This is an optimization exercise on Yosys and OpenROAD, whose aim is small area, not a production implementation.
In this exercise RTL edits were held to simulation tests only and were not proved equivalent to the original.
Power figures rest on the tool's default switching activity, not on a simulated workload.

==> flow/design.v <==
`timescale 1ns / 1ps
module ICMP(readmode,sendmode,hardreset,inputdata,typeoficmpin,codein,restofheaderin,clock,outputmessage,outputvalid,restofheaderout,typeoficmpout,codeout);
input hardreset;
input [31:0] inputdata;
input [31:0] restofheaderin;
input [7:0] typeoficmpin;
input [7:0] codein;
input clock;
input readmode;
input sendmode;
output [31:0] outputmessage;
output outputvalid;
output reg [31:0] restofheaderout;
output reg [7:0] typeoficmpout;
output reg [7:0] codeout;
reg [4:0] st;
wire ms = ~st[4];
wire mr = st[4];
wire [3:0] cnt = st[3:0];
reg [15:0] h0, h1, h2, h3, h4;
reg [15:0] l1;
reg [15:0] l2_n, l3_n, l4_n;    
wire [15:0] l2 = ~l2_n;
wire [15:0] l3 = ~l3_n;
reg [15:0] lo_n;    
wire [15:0] l4 = ~l4_n;
wire [15:0] lo = ~lo_n;
wire idle   = (st == 5'd0) | (st == 5'd13) | (st == 5'd23);
wire s_e1   = (st == 5'd1);
wire rot    = ms & (cnt >= 4'd4);
wire hsel   = (cnt <= 4'd5);
wire swin   = ms & (cnt >= 4'd9);
wire rwin   = mr & (cnt >= 4'd5);
wire lwin   = (st == 5'd9);
wire l4win  = (ms & (cnt >= 4'd10)) | rwin;
always @(posedge clock) begin
  if (hardreset)
    st <= 5'd0;
  else if (idle)
    st <= readmode ? 5'd17 : (sendmode ? 5'd1 : 5'd0);
  else
    st <= st + 5'd1;
end
wire [15:0] h4_d = rot ? h0 : inputdata[31:16];
wire [15:0] l1_d = rot ? l2 : inputdata[15:0];
wire [15:0] acc_op = s_e1 ? l1_d : lo;
wire [15:0] add_op = hsel ? h4_d : l1_d;
wire [15:0] sum = acc_op + add_op + 16'd1;
always @(posedge clock) begin
  h4 <= h4_d;
  h3 <= s_e1 ? restofheaderin[31:16] : h4;
  h2 <= s_e1 ? {typeoficmpin, codein} : h3;
  h1 <= h2;
  h0 <= h1;
  l1 <= l1_d;
  l2_n <= l3_n;
  l3_n <= l4_n;
  l4_n <= ~(s_e1 ? restofheaderin[15:0] : l1);
  lo_n <= ~sum;
end
always @(posedge clock) begin
  if (hardreset) begin
    restofheaderout <= 32'd0;
    typeoficmpout <= 8'd0;
    codeout <= 8'd0;
  end else begin
    if (mr & (cnt == 4'd2)) begin
      typeoficmpout <= h4[15:8];
      codeout <= h4[7:0];
    end
    if (mr & (cnt == 4'd3))
      restofheaderout <= {h4, l1};
  end
end
assign outputvalid = swin;
assign outputmessage = {({16{swin}} & h0) | ({16{rwin}} & h3),
                        ({16{lwin}} & lo) | ({16{l4win}} & l4)};
endmodule
export LEC_CHECK = 0
export CAP_MARGIN = 20
export CORE_MARGIN = 2
export CORE_UTILIZATION = 70
export GPL_TIMING_DRIVEN = 0
export PLACE_DENSITY = 0.8
export SLEW_MARGIN = 20
create_clock -name core_clock -period 5.0 [get_ports {clock}]
standard.sh (not shown) runs the stock make flow with config.mk's settings and CLKGATE_MAP_FILE= SYNTH_SCRIPT=/design/flow/synth_recipe.tcl, a recipe that flattens the netlist after the stock synthesis.
==> flow/flow/run.sh <==
#!/bin/bash
# Layout: the standard flow (standard.sh) with these changes:
#  - synthesis is ORFS's synth.tcl run through synth_recipe.tcl as standard.sh
#    does, except that ABC maps the logic with flow/area.abc (area mapping)
#    instead of ORFS's speed script; registers are mapped before ABC runs, so
#    they are the standard synthesis's
#  - the port buffers buffer_ports inserts are buf_1 cells
#  - CTS uses clkbuf_8 with smaller sink clusters and inserts no dummy loads
# make's full output goes to standard.log in the work folder; ORFS's per-step
# logs stay under orfs/logs.
set -euo pipefail
W=$(pwd)
export BUFFER_PORTS_ARGS="-buffer_cell sky130_fd_sc_hd__buf_1"
export CTS_ARGS="-sink_clustering_enable -repair_clock_nets -dont_use_dummy_load -buf_list sky130_fd_sc_hd__clkbuf_8 -sink_clustering_size 18 -sink_clustering_max_diameter 60"
awk -v s="$W/flow/area.abc" '{print} /source .*synth_preamble.tcl/ {print "set abc_args [lreplace $abc_args 1 1 " s "]"}' \
  "$FLOW_HOME/scripts/synth.tcl" > "$W/flow_synth.tcl"
grep -q "lreplace" "$W/flow_synth.tcl"
sed "s#source \$::env(SCRIPTS_DIR)/synth.tcl#source $W/flow_synth.tcl#" "$W/synth_recipe.tcl" > "$W/flow_synth_recipe.tcl"
grep -q "flow_synth.tcl" "$W/flow_synth_recipe.tcl"
sed "s#SYNTH_SCRIPT=$W/synth_recipe.tcl#SYNTH_SCRIPT=$W/flow_synth_recipe.tcl#" "$W/standard.sh" > "$W/flow_standard.sh"
grep -q "flow_synth_recipe.tcl" "$W/flow_standard.sh"
bash "$W/flow_standard.sh" > standard.log 2>&1
==> flow/flow/area.abc <==
strash
dc2
dc2
dch -f
amap
Rerun with:
--- a/flow/flow/run.sh
+++ b/flow/flow/run.sh
@@ -6,2 +6,4 @@
 #    they are the standard synthesis's
+#  - the floorplan step removes synthesis buffers (REMOVE_ABC_BUFFERS=1)
+#    instead of running repair_timing on wire-load estimates
 #  - the port buffers buffer_ports inserts are buf_1 cells
@@ -13,2 +15,3 @@
 export BUFFER_PORTS_ARGS="-buffer_cell sky130_fd_sc_hd__buf_1"
+export REMOVE_ABC_BUFFERS=1
 export CTS_ARGS="-sink_clustering_enable -repair_clock_nets -dont_use_dummy_load -buf_list sky130_fd_sc_hd__clkbuf_8 -sink_clustering_size 18 -sink_clustering_max_diameter 60"
CORE_UTILIZATION = 80   (was 70)
GPL_TIMING_DRIVEN = not set   (was 0)
PLACE_DENSITY = 0.9   (was 0.8)
The changed run stopped in 4_1_cts.
Synthesized cell count does not change.
Synthesized area is unchanged.

========
Setup of P:
// ICMP: RTL as listed in full above, without the edits since
==> flow/config.mk <==
export PLATFORM = sky130hd
export DESIGN_NAME = ICMP
export DESIGN_NICKNAME = ICMP
export VERILOG_FILES = /design/flow/design.v
export SDC_FILE = /design/flow/constraint.sdc
export NUM_CORES = 4
export LEC_CHECK = 0
export CAP_MARGIN = 20
export CORE_MARGIN = 2
export CORE_UTILIZATION = 70
export PLACE_DENSITY = 0.8
export SLEW_MARGIN = 20
==> flow/constraint.sdc <==
create_clock -name core_clock -period 5.0 [get_ports {clock}]
set_input_delay 1.0000 -clock core_clock [delete_from_list [all_inputs] [get_ports {clock}]]
set_output_delay 1.0000 -clock core_clock [all_outputs]
set_load 0.01 [all_outputs]
==> flow/flow/run.sh <==
#!/bin/bash
# Layout: the standard flow (standard.sh) with these changes:
#  - synthesis is ORFS's synth.tcl run through synth_recipe.tcl as standard.sh
#    does, except that ABC maps the logic with flow/area.abc (area mapping)
#    instead of ORFS's speed script; registers are mapped before ABC runs, so
#    they are the standard synthesis's
#  - the port buffers buffer_ports inserts are buf_1 cells
#  - CTS uses clkbuf_8 with smaller sink clusters and inserts no dummy loads
# make's full output goes to standard.log in the work folder; ORFS's per-step
# logs stay under orfs/logs.
set -euo pipefail
W=$(pwd)
export BUFFER_PORTS_ARGS="-buffer_cell sky130_fd_sc_hd__buf_1"
export CTS_ARGS="-sink_clustering_enable -repair_clock_nets -dont_use_dummy_load -buf_list sky130_fd_sc_hd__clkbuf_8 -sink_clustering_size 18 -sink_clustering_max_diameter 60"
awk -v s="$W/flow/area.abc" '{print} /source .*synth_preamble.tcl/ {print "set abc_args [lreplace $abc_args 1 1 " s "]"}' \
  "$FLOW_HOME/scripts/synth.tcl" > "$W/flow_synth.tcl"
grep -q "lreplace" "$W/flow_synth.tcl"
sed "s#source \$::env(SCRIPTS_DIR)/synth.tcl#source $W/flow_synth.tcl#" "$W/synth_recipe.tcl" > "$W/flow_synth_recipe.tcl"
grep -q "flow_synth.tcl" "$W/flow_synth_recipe.tcl"
sed "s#SYNTH_SCRIPT=$W/synth_recipe.tcl#SYNTH_SCRIPT=$W/flow_synth_recipe.tcl#" "$W/standard.sh" > "$W/flow_standard.sh"
grep -q "flow_synth_recipe.tcl" "$W/flow_standard.sh"
bash "$W/flow_standard.sh" > standard.log 2>&1
Scripts as last shown in full above: flow/flow/area.abc
Input-level comparison between Q and P:
- SETUP_SLACK_MARGIN newly set to -0.15
--- a/flow/flow/run.sh
+++ b/flow/flow/run.sh
@@ -6,2 +6,4 @@
 #    they are the standard synthesis's
+#  - the floorplan step removes synthesis buffers (REMOVE_ABC_BUFFERS=1)
+#    instead of running repair_timing on wire-load estimates
 #  - the port buffers buffer_ports inserts are buf_1 cells
@@ -13,2 +15,3 @@
 export BUFFER_PORTS_ARGS="-buffer_cell sky130_fd_sc_hd__buf_1"
+export REMOVE_ABC_BUFFERS=1
 export CTS_ARGS="-sink_clustering_enable -repair_clock_nets -dont_use_dummy_load -buf_list sky130_fd_sc_hd__clkbuf_8 -sink_clustering_size 18 -sink_clustering_max_diameter 60"
Results
- Relative to P, final critical-path setup slack decreased by 0.10 ns in Q.
- Measured against P, the number of cells on the critical path of Q comes out at 1.07 times the reference value.
- Run comparison: Q standard cell with the maximum stage delay on the critical path dfxtp_1; P standard cell with the maximum stage delay on the critical path dfxtp_4
- Final cell count without fillers across P and Q: no real change.
What R does differently from Q at the input level:
- SETUP_SLACK_MARGIN removed (was -0.15)
--- a/flow/flow/run.sh
+++ b/flow/flow/run.sh
@@ -16,3 +16,3 @@
 export REMOVE_ABC_BUFFERS=1
-export CTS_ARGS="-sink_clustering_enable -repair_clock_nets -dont_use_dummy_load -buf_list sky130_fd_sc_hd__clkbuf_8 -sink_clustering_size 18 -sink_clustering_max_diameter 60"
+export CTS_ARGS="-sink_clustering_enable -repair_clock_nets -dont_use_dummy_load -buf_list sky130_fd_sc_hd__clkbuf_8 -sink_clustering_size 20 -sink_clustering_max_diameter 45"
 awk -v s="$W/flow/area.abc" '{print} /source .*synth_preamble.tcl/ {print "set abc_args [lreplace $abc_args 1 1 " s "]"}' \
Notes after the runs:
- R completed every stage of the flow, and the final layout passed the timing, DRC and antenna checks.
- Diff Q -> R: worst voltage drop across the vdd grid lower, growth of design area from synthesis to finish higher.
- Via count delta (Q -> R): insignificant
- Re average detailed-routed wire length per instance: R and Q aren't equal, and the lower value belongs to Q.
- In R, largest incremental delay on the critical path is lower than in Q.
- Clock period minus worst slack delta for R relative to Q: 0.11 ns lower
- Delta (R minus Q): global-route wire length before repair shows an increase of 0.98%; synthesized instance count now sits at about the same level; total detailed-routing wirelength rose 470 um.
Relative to R, the following input files were edited for S:
- setting SETUP_SLACK_MARGIN to -0.3 for the first time
--- a/flow/flow/run.sh
+++ b/flow/flow/run.sh
@@ -16,3 +16,3 @@
 export REMOVE_ABC_BUFFERS=1
-export CTS_ARGS="-sink_clustering_enable -repair_clock_nets -dont_use_dummy_load -buf_list sky130_fd_sc_hd__clkbuf_8 -sink_clustering_size 20 -sink_clustering_max_diameter 45"
+export CTS_ARGS="-sink_clustering_enable -repair_clock_nets -dont_use_dummy_load -buf_list sky130_fd_sc_hd__clkbuf_8 -sink_clustering_size 18 -sink_clustering_max_diameter 60"
 awk -v s="$W/flow/area.abc" '{print} /source .*synth_preamble.tcl/ {print "set abc_args [lreplace $abc_args 1 1 " s "]"}' \
==> comparison <==
When S is set beside R, its setup slack turns out to be 0.22 ns smaller.
Sort R and S by part of the power in combinational logic, ascending, and S comes first.
Of the two values seen for start point of the critical path, st[3] was produced by R and st[2] by S.
The largest voltage drop on the vdd net of S exceeds that of R by about 9%.
No stage failed in S, and the final checks on the layout all came back clean.
On total power draw: between R and S, it ends up lower for S.
Delta(internal power component, S - R) < 0
diff inputs: S => T
- clearing SETUP_SLACK_MARGIN, which used to be -0.3
Findings:
Status | T and S | clean. Compared with S, T ends up with more cell area. From S to T the numbers moved as follows: area fraction of clock buffers and clock inverters comparable; sink count of the clock tree was more or less identical; fraction of power consumed by combinational cells went up. The number of CTS-inserted buffers of T and that of S are within noise of each other. When T is measured against S, its maximum operating frequency turns out 7.8 MHz higher. Between T and S, the maximum vdd ir drop does not differ in any meaningful way. In T, clock skew is higher than in S. Relative to S, cell depth of the worst setup path has increased by 1 in T. Max capacitance violation total: T vs S identical. T has area overhead of the layout relative to synthesis above what S had.

========
Starts from the design.v that is shown in full above.
clock: 5.0 ns
lec_check: 0
cap_margin: 20
core_margin: 2
core_utilization: 70
place_density: 0.8
slew_margin: 20
==> flow/flow/run.sh <==
#!/bin/bash
# Layout: the standard flow (standard.sh) with these changes:
#  - synthesis is ORFS's synth.tcl run through synth_recipe.tcl as standard.sh
#    does, except that ABC maps the logic with flow/area.abc (area mapping)
#    instead of ORFS's speed script; registers are mapped before ABC runs, so
#    they are the standard synthesis's
#  - the port buffers buffer_ports inserts are buf_1 cells
#  - CTS uses clkbuf_8 with smaller sink clusters and inserts no dummy loads
# make's full output goes to standard.log in the work folder; ORFS's per-step
# logs stay under orfs/logs.
set -euo pipefail
W=$(pwd)
export BUFFER_PORTS_ARGS="-buffer_cell sky130_fd_sc_hd__buf_1"
export REMOVE_ABC_BUFFERS=1
export CTS_ARGS="-sink_clustering_enable -repair_clock_nets -dont_use_dummy_load -buf_list sky130_fd_sc_hd__clkbuf_8 -sink_clustering_size 18 -sink_clustering_max_diameter 60"
awk -v s="$W/flow/area.abc" '{print} /source .*synth_preamble.tcl/ {print "set abc_args [lreplace $abc_args 1 1 " s "]"}' \
  "$FLOW_HOME/scripts/synth.tcl" > "$W/flow_synth.tcl"
grep -q "lreplace" "$W/flow_synth.tcl"
sed "s#source \$::env(SCRIPTS_DIR)/synth.tcl#source $W/flow_synth.tcl#" "$W/synth_recipe.tcl" > "$W/flow_synth_recipe.tcl"
grep -q "flow_synth.tcl" "$W/flow_synth_recipe.tcl"
sed "s#SYNTH_SCRIPT=$W/synth_recipe.tcl#SYNTH_SCRIPT=$W/flow_synth_recipe.tcl#" "$W/standard.sh" > "$W/flow_standard.sh"
grep -q "flow_synth_recipe.tcl" "$W/flow_standard.sh"
bash "$W/flow_standard.sh" > standard.log 2>&1
Scripts as last shown in full above: flow/flow/area.abc
==> next run, changes <==
--- a/flow/flow/run.sh
+++ b/flow/flow/run.sh
@@ -6,2 +6,4 @@
 #    they are the standard synthesis's
+#  - the floorplan step removes synthesis buffers (REMOVE_ABC_BUFFERS=1)
+#    instead of running repair_timing on wire-load estimates
 #  - the port buffers buffer_ports inserts are buf_1 cells
PLACE_DENSITY = 0.9   (was 0.8)
The changed run completed without violations.
Final cell count goes up slightly.
Cell area goes up slightly.
Wire length goes up by a little under a tenth.
Flip-flop and latch count does not change.
Maximum frequency goes down slightly.
Setup slack loses 58 ps.
Die area does not change.
Total power goes up by a few percent.
==> next run, changes <==
--- a/flow/flow/run.sh
+++ b/flow/flow/run.sh
@@ -16,3 +16,3 @@
 export REMOVE_ABC_BUFFERS=1
-export CTS_ARGS="-sink_clustering_enable -repair_clock_nets -dont_use_dummy_load -buf_list sky130_fd_sc_hd__clkbuf_8 -sink_clustering_size 18 -sink_clustering_max_diameter 60"
+export CTS_ARGS="-sink_clustering_enable -repair_clock_nets -dont_use_dummy_load -buf_list \"sky130_fd_sc_hd__clkbuf_4 sky130_fd_sc_hd__clkbuf_8\" -sink_clustering_size 18 -sink_clustering_max_diameter 60"
 awk -v s="$W/flow/area.abc" '{print} /source .*synth_preamble.tcl/ {print "set abc_args [lreplace $abc_args 1 1 " s "]"}' \
PLACE_DENSITY = 0.8   (was 0.9)
The changed run passed the timing, DRC and antenna checks.
Clock skew increases by 19 ps.
Final area decreases by 1.4%.
Critical path depth decreases by 1.
Non-clock buffer count decreases by 10.
Core utilization decreases by 1.2 points.

========
Another version of the RTL of ICMP (not shown whole).
For scale: roughly 730 cells after synthesis, ~210 flip-flops, ~170 I/O pins.
// ICMP
module ICMP(readmode,sendmode,hardreset,inputdata,typeoficmpin,codein,restofheaderin,clock,outputmessage,outputvalid,restofheaderout,typeoficmpout,codeout);
input hardreset;
input [31:0] inputdata;
input [31:0] restofheaderin;
input [7:0] typeoficmpin;
input [7:0] codein;
input clock;
input readmode;
input sendmode;
output [31:0] outputmessage;
output outputvalid;
output reg [31:0] restofheaderout;
output reg [7:0] typeoficmpout;
output reg [7:0] codeout;
reg [3:0] cnt;
reg ms, mr;
reg [15:0] h0, h1, h2, h3, h4;
reg [15:0] l1, l2, l3, l4;
reg [15:0] lo;
wire idle   = (cnt == 4'd0);
wire s_e1   = ms & (cnt == 4'd1);
wire rot    = ms & (cnt >= 4'd4);
wire accum  = ms & (cnt >= 4'd4) & (cnt <= 4'd8);
wire first  = ms & (cnt == 4'd4);
wire swin   = ms & (idle | (cnt >= 4'd9));
wire rwin   = mr & (idle | (cnt >= 4'd5));
always @(posedge clock) begin
  if (hardreset) begin
    cnt <= 4'd0;
    ms <= 1'b0;
    mr <= 1'b0;
  end else if (idle) begin
    mr <= readmode;
    ms <= sendmode & ~readmode;
    cnt <= {3'b000, readmode | sendmode};
  end else if ((ms & (cnt == 4'd12)) | (mr & (cnt == 4'd6))) begin
    cnt <= 4'd0;
  end else begin
    cnt <= cnt + 4'd1;
  end
end
wire [15:0] acc_op = first ? 16'd8 : lo;
wire [15:0] lo_op  = first ? 16'd0 : l1;
wire [15:0] sum = acc_op + h0 + lo_op;
always @(posedge clock) begin
  h4 <= rot ? h0 : inputdata[31:16];
  h3 <= s_e1 ? restofheaderin[31:16] : h4;
  h2 <= s_e1 ? {typeoficmpin, codein} : h3;
  h1 <= h2;
  h0 <= h1;
  l1 <= rot ? l2 : inputdata[15:0];
  l2 <= l3;
  l3 <= l4;
  l4 <= s_e1 ? restofheaderin[15:0] : l1;
  lo <= accum ? sum : l1;
end
always @(posedge clock) begin
  if (hardreset) begin
    restofheaderout <= 32'd0;
    typeoficmpout <= 8'd0;
    codeout <= 8'd0;
  ...
==> flow/config.mk <==
export PLATFORM = sky130hd
export DESIGN_NAME = ICMP
export DESIGN_NICKNAME = ICMP
export VERILOG_FILES = /design/flow/design.v
export SDC_FILE = /design/flow/constraint.sdc
export NUM_CORES = 4
export LEC_CHECK = 0
export CAP_MARGIN = 20
export CORE_MARGIN = 2
export CORE_UTILIZATION = 40
export SLEW_MARGIN = 20
==> flow/constraint.sdc <==
create_clock -name core_clock -period 5.0 [get_ports {clock}]
set_input_delay 1.0000 -clock core_clock [delete_from_list [all_inputs] [get_ports {clock}]]
set_output_delay 1.0000 -clock core_clock [all_outputs]
set_load 0.01 [all_outputs]
==> flow/flow/run.sh <==
#!/bin/bash
# Layout: the standard flow (standard.sh) with these changes:
#  - synthesis is ORFS's synth.tcl run through synth_recipe.tcl as standard.sh
#    does, except that ABC maps the logic with flow/area.abc (area mapping)
#    instead of ORFS's speed script; registers are mapped before ABC runs, so
#    they are the standard synthesis's
#  - the port buffers buffer_ports inserts are buf_1 cells
#  - CTS uses clkbuf_8 with smaller sink clusters and inserts no dummy loads
# make's full output goes to standard.log in the work folder; ORFS's per-step
# logs stay under orfs/logs.
set -euo pipefail
W=$(pwd)
export BUFFER_PORTS_ARGS="-buffer_cell sky130_fd_sc_hd__buf_1"
export CTS_ARGS="-sink_clustering_enable -repair_clock_nets -dont_use_dummy_load -buf_list sky130_fd_sc_hd__clkbuf_8 -sink_clustering_size 18 -sink_clustering_max_diameter 60"
awk -v s="$W/flow/area.abc" '{print} /source .*synth_preamble.tcl/ {print "set abc_args [lreplace $abc_args 1 1 " s "]"}' \
  "$FLOW_HOME/scripts/synth.tcl" > "$W/flow_synth.tcl"
grep -q "lreplace" "$W/flow_synth.tcl"
sed "s#source \$::env(SCRIPTS_DIR)/synth.tcl#source $W/flow_synth.tcl#" "$W/synth_recipe.tcl" > "$W/flow_synth_recipe.tcl"
grep -q "flow_synth.tcl" "$W/flow_synth_recipe.tcl"
sed "s#SYNTH_SCRIPT=$W/synth_recipe.tcl#SYNTH_SCRIPT=$W/flow_synth_recipe.tcl#" "$W/standard.sh" > "$W/flow_standard.sh"
grep -q "flow_synth_recipe.tcl" "$W/flow_standard.sh"
bash "$W/flow_standard.sh" > standard.log 2>&1
==> flow/flow/area.abc <==
&get -n
&st
&dch
&nf
&st
&syn2
&if -g -K 6
&synch2
&nf
&st
&syn2
&if -g -K 6
&synch2
&nf
&st
&syn2
&if -g -K 6
&synch2
&nf
&st
&syn2
&if -g -K 6
&synch2
&nf
&st
&syn2
&if -g -K 6
&synch2
&nf
&put
buffer -c
topo
stime -c
upsize -c
dnsize -c
==> next run, changes <==
--- a/flow/flow/run.sh
+++ b/flow/flow/run.sh
@@ -14 +14 @@
-export CTS_ARGS="-sink_clustering_enable -repair_clock_nets -dont_use_dummy_load -buf_list sky130_fd_sc_hd__clkbuf_8 -sink_clustering_size 18 -sink_clustering_max_diameter 60"
+export CTS_ARGS="-sink_clustering_enable -repair_clock_nets -dont_use_dummy_load -buf_list sky130_fd_sc_hd__clkbuf_4 -sink_clustering_size 10 -sink_clustering_max_diameter 40"
==> flow/flow/area.abc (replaced) <==
strash
dc2
dch
amap
=> The new run finished clean; count of clock-buffer cells in the layout is higher by 12; wire length is higher by 8.4%; fmax is lower by about 9%.
==> next run, changes <==
==> flow/run.sh (new file) <==
#!/bin/bash
# synth_recipe.tcl (not shown) runs the flow's synth.tcl, then flattens the netlist and writes it again
# the make line also repeats each setting of config.mk as NAME=value (left out here)
make -C /OpenROAD-flow-scripts/flow DESIGN_CONFIG=/design/flow/config.mk WORK_HOME=/design/flow/orfs CLKGATE_MAP_FILE= SYNTH_SCRIPT=/design/flow/synth_recipe.tcl finish
- CTS_BUF_LIST: unset -> sky130_fd_sc_hd__clkbuf_8
- CTS_CLUSTER_DIAMETER: unset -> 60
- CTS_CLUSTER_SIZE: unset -> 20
removed: flow/flow/run.sh
removed: flow/flow/area.abc
removed: flow/standard.sh
After rerunning: Register-to-register slack gets better by 0.28 ns; cell area goes up by about a fifth; routed wire length goes down by a few percent; hold slack gets better by 0.043 ns; core utilization goes up by 4.1 points; setup slack gets better by 0.28 ns; critical path depth goes down by 11; power goes up by a few percent; clock-buffer cell count goes down by 12; first-iteration DRC count goes down by a quarter to a third; clock power goes up by about a fifth.
==> next run, changes <==
- CTS_BUF_LIST: sky130_fd_sc_hd__clkbuf_8 -> unset
- CTS_CLUSTER_DIAMETER: 60 -> unset
- CTS_CLUSTER_SIZE: 20 -> unset
Outcome:
- global-route usage came out higher by 0.16 points
- power came out higher by about 24%
- worst setup slack improved by 0.011 ns
- core utilization came out higher by 2.8 points
- design area came out higher by 5.3%
==> next run, changes <==
==> flow/flow/run.sh (new file) <==
#!/bin/bash
# Layout: the standard flow (standard.sh) with these changes:
#  - synthesis is ORFS's synth.tcl run through synth_recipe.tcl as standard.sh
#    does, except that ABC maps the logic with flow/area.abc (area mapping)
#    instead of ORFS's speed script; registers are mapped before ABC runs, so
#    they are the standard synthesis's
#  - the port buffers buffer_ports inserts are buf_1 cells
#  - CTS uses clkbuf_8 with smaller sink clusters and inserts no dummy loads
# make's full output goes to standard.log in the work folder; ORFS's per-step
# logs stay under orfs/logs.
set -euo pipefail
W=$(pwd)
export BUFFER_PORTS_ARGS="-buffer_cell sky130_fd_sc_hd__buf_1"
export CTS_ARGS="-sink_clustering_enable -repair_clock_nets -dont_use_dummy_load -buf_list sky130_fd_sc_hd__clkbuf_16 -sink_clustering_size 30 -sink_clustering_max_diameter 80"
awk -v s="$W/flow/area.abc" '{print} /source .*synth_preamble.tcl/ {print "set abc_args [lreplace $abc_args 1 1 " s "]"}' \
  "$FLOW_HOME/scripts/synth.tcl" > "$W/flow_synth.tcl"
grep -q "lreplace" "$W/flow_synth.tcl"
sed "s#source \$::env(SCRIPTS_DIR)/synth.tcl#source $W/flow_synth.tcl#" "$W/synth_recipe.tcl" > "$W/flow_synth_recipe.tcl"
grep -q "flow_synth.tcl" "$W/flow_synth_recipe.tcl"
sed "s#SYNTH_SCRIPT=$W/synth_recipe.tcl#SYNTH_SCRIPT=$W/flow_synth_recipe.tcl#" "$W/standard.sh" > "$W/flow_standard.sh"
grep -q "flow_synth_recipe.tcl" "$W/flow_standard.sh"
bash "$W/flow_standard.sh" > standard.log 2>&1
==> flow/flow/area.abc (new file) <==
strash
dc2
dch
amap
==> flow/standard.sh (new file) <==
#!/bin/bash
# synth_recipe.tcl (not shown) runs the flow's synth.tcl, then flattens the netlist and writes it again
# the make line also repeats each setting of config.mk as NAME=value (left out here)
make -C /OpenROAD-flow-scripts/flow DESIGN_CONFIG=/design/flow/config.mk WORK_HOME=/design/flow/orfs CLKGATE_MAP_FILE= SYNTH_SCRIPT=/design/flow/synth_recipe.tcl "${@:-finish}"
removed: flow/run.sh
The new run finished clean; via count rises by 2.0%; die area falls by 7.0%; routed wire length rises by 1.9%; synthesized cell count falls by 13%; non-clock buffer count rises by 1; sequential power rises by about 2%; combinational power falls by 5.2%; design area falls by 18%; clock skew rises by 0.034 ns.
==> next run, changes <==
--- a/flow/flow/run.sh
+++ b/flow/flow/run.sh
@@ -14 +14 @@
-export CTS_ARGS="-sink_clustering_enable -repair_clock_nets -dont_use_dummy_load -buf_list sky130_fd_sc_hd__clkbuf_16 -sink_clustering_size 30 -sink_clustering_max_diameter 80"
+export CTS_ARGS="-sink_clustering_enable -repair_clock_nets -dont_use_dummy_load -buf_list sky130_fd_sc_hd__clkbuf_8 -sink_clustering_size 18 -sink_clustering_max_diameter 60"
Result: The changed run completed with no timing, DRC or antenna violations. Synthesized area stays the same. Design area decreases by 0.93%. Hold slack gains 0.0088 ns. Setup slack hardly moves. Total power decreases by 3.7%. Clock power decreases by 15%. Wire length increases by 0.77%. Sequential share of layout area increases by 0.47 points.

port drivers added, routing unchanged:
The results above use ideal ports. As a check the final layouts listed here were re-extracted and re-timed, cells and wires unchanged. Step 1: set_driving_cell puts a clkbuf_16 on clock and a buf_2 on each other input, an assumption about the parent block. Step 2 adds t to the input delays and takes it off the output delays; t is the mean of the earliest and latest rising clock arrival at the registers after step 1. Input paths then give back, and output paths get back, about the clock's delay inside the block. Slacks: ideal ports / drivers / drivers and shift; pairs: ideal ports / drivers.
| run | t (ns) | setup WS [ns] | worst setup path at the end | latest minus earliest clock arrival (ns) |
|---|---|---|---|---|
| the first run of note 1 | 0.521 | 0.230 / 0.230 / 0.145 | input to register | 0.033 / 0.034 |
| P | 0.504 | 0.420 / 0.420 / 0.270 | input to register | 0.020 / 0.021 |
| Q | 0.510 | 0.317 / 0.317 / 0.289 | input to register | 0.064 / 0.064 |
| R | 0.510 | 0.424 / 0.424 / 0.288 | input to register | 0.089 / 0.090 |
| S | 0.512 | 0.203 / 0.203 / 0.203 | register to register | 0.063 / 0.063 |
| T | 0.510 | 0.377 / 0.377 / 0.253 | input to register | 0.068 / 0.067 |
| the first run of note 3 | 0.510 | 0.377 / 0.377 / 0.253 | input to register | 0.068 / 0.067 |
| the second run of note 3 | 0.518 | 0.319 / 0.319 / 0.319 | input to register | 0.046 / 0.047 |
| the third run of note 3 | 0.510 | 0.377 / 0.377 / 0.253 | input to register | 0.068 / 0.067 |
| the first run of note 4 | 0.537 | 0.761 / 0.761 / 0.761 | register to register | 0.041 / 0.040 |
| the second run of note 4 | 0.655 | 0.358 / 0.358 / 0.358 | register to register | 0.064 / 0.063 |
| the third run of note 4 | 0.542 | 0.636 / 0.636 / 0.636 | register to register | 0.022 / 0.022 |
| the fourth run of note 4 | 0.545 | 0.647 / 0.647 / 0.647 | register to register | 0.013 / 0.014 |
| the fifth run of note 4 | 0.490 | 0.390 / 0.390 / 0.390 | register to register | 0.048 / 0.047 |
| the sixth run of note 4 | 0.516 | 0.389 / 0.389 / 0.389 | register to register | 0.047 / 0.047 |
After both steps every run listed still meets setup and hold. The setup slack of P, which loses most, moves by 0.000 ns with the drivers and by -0.150 ns with both steps.
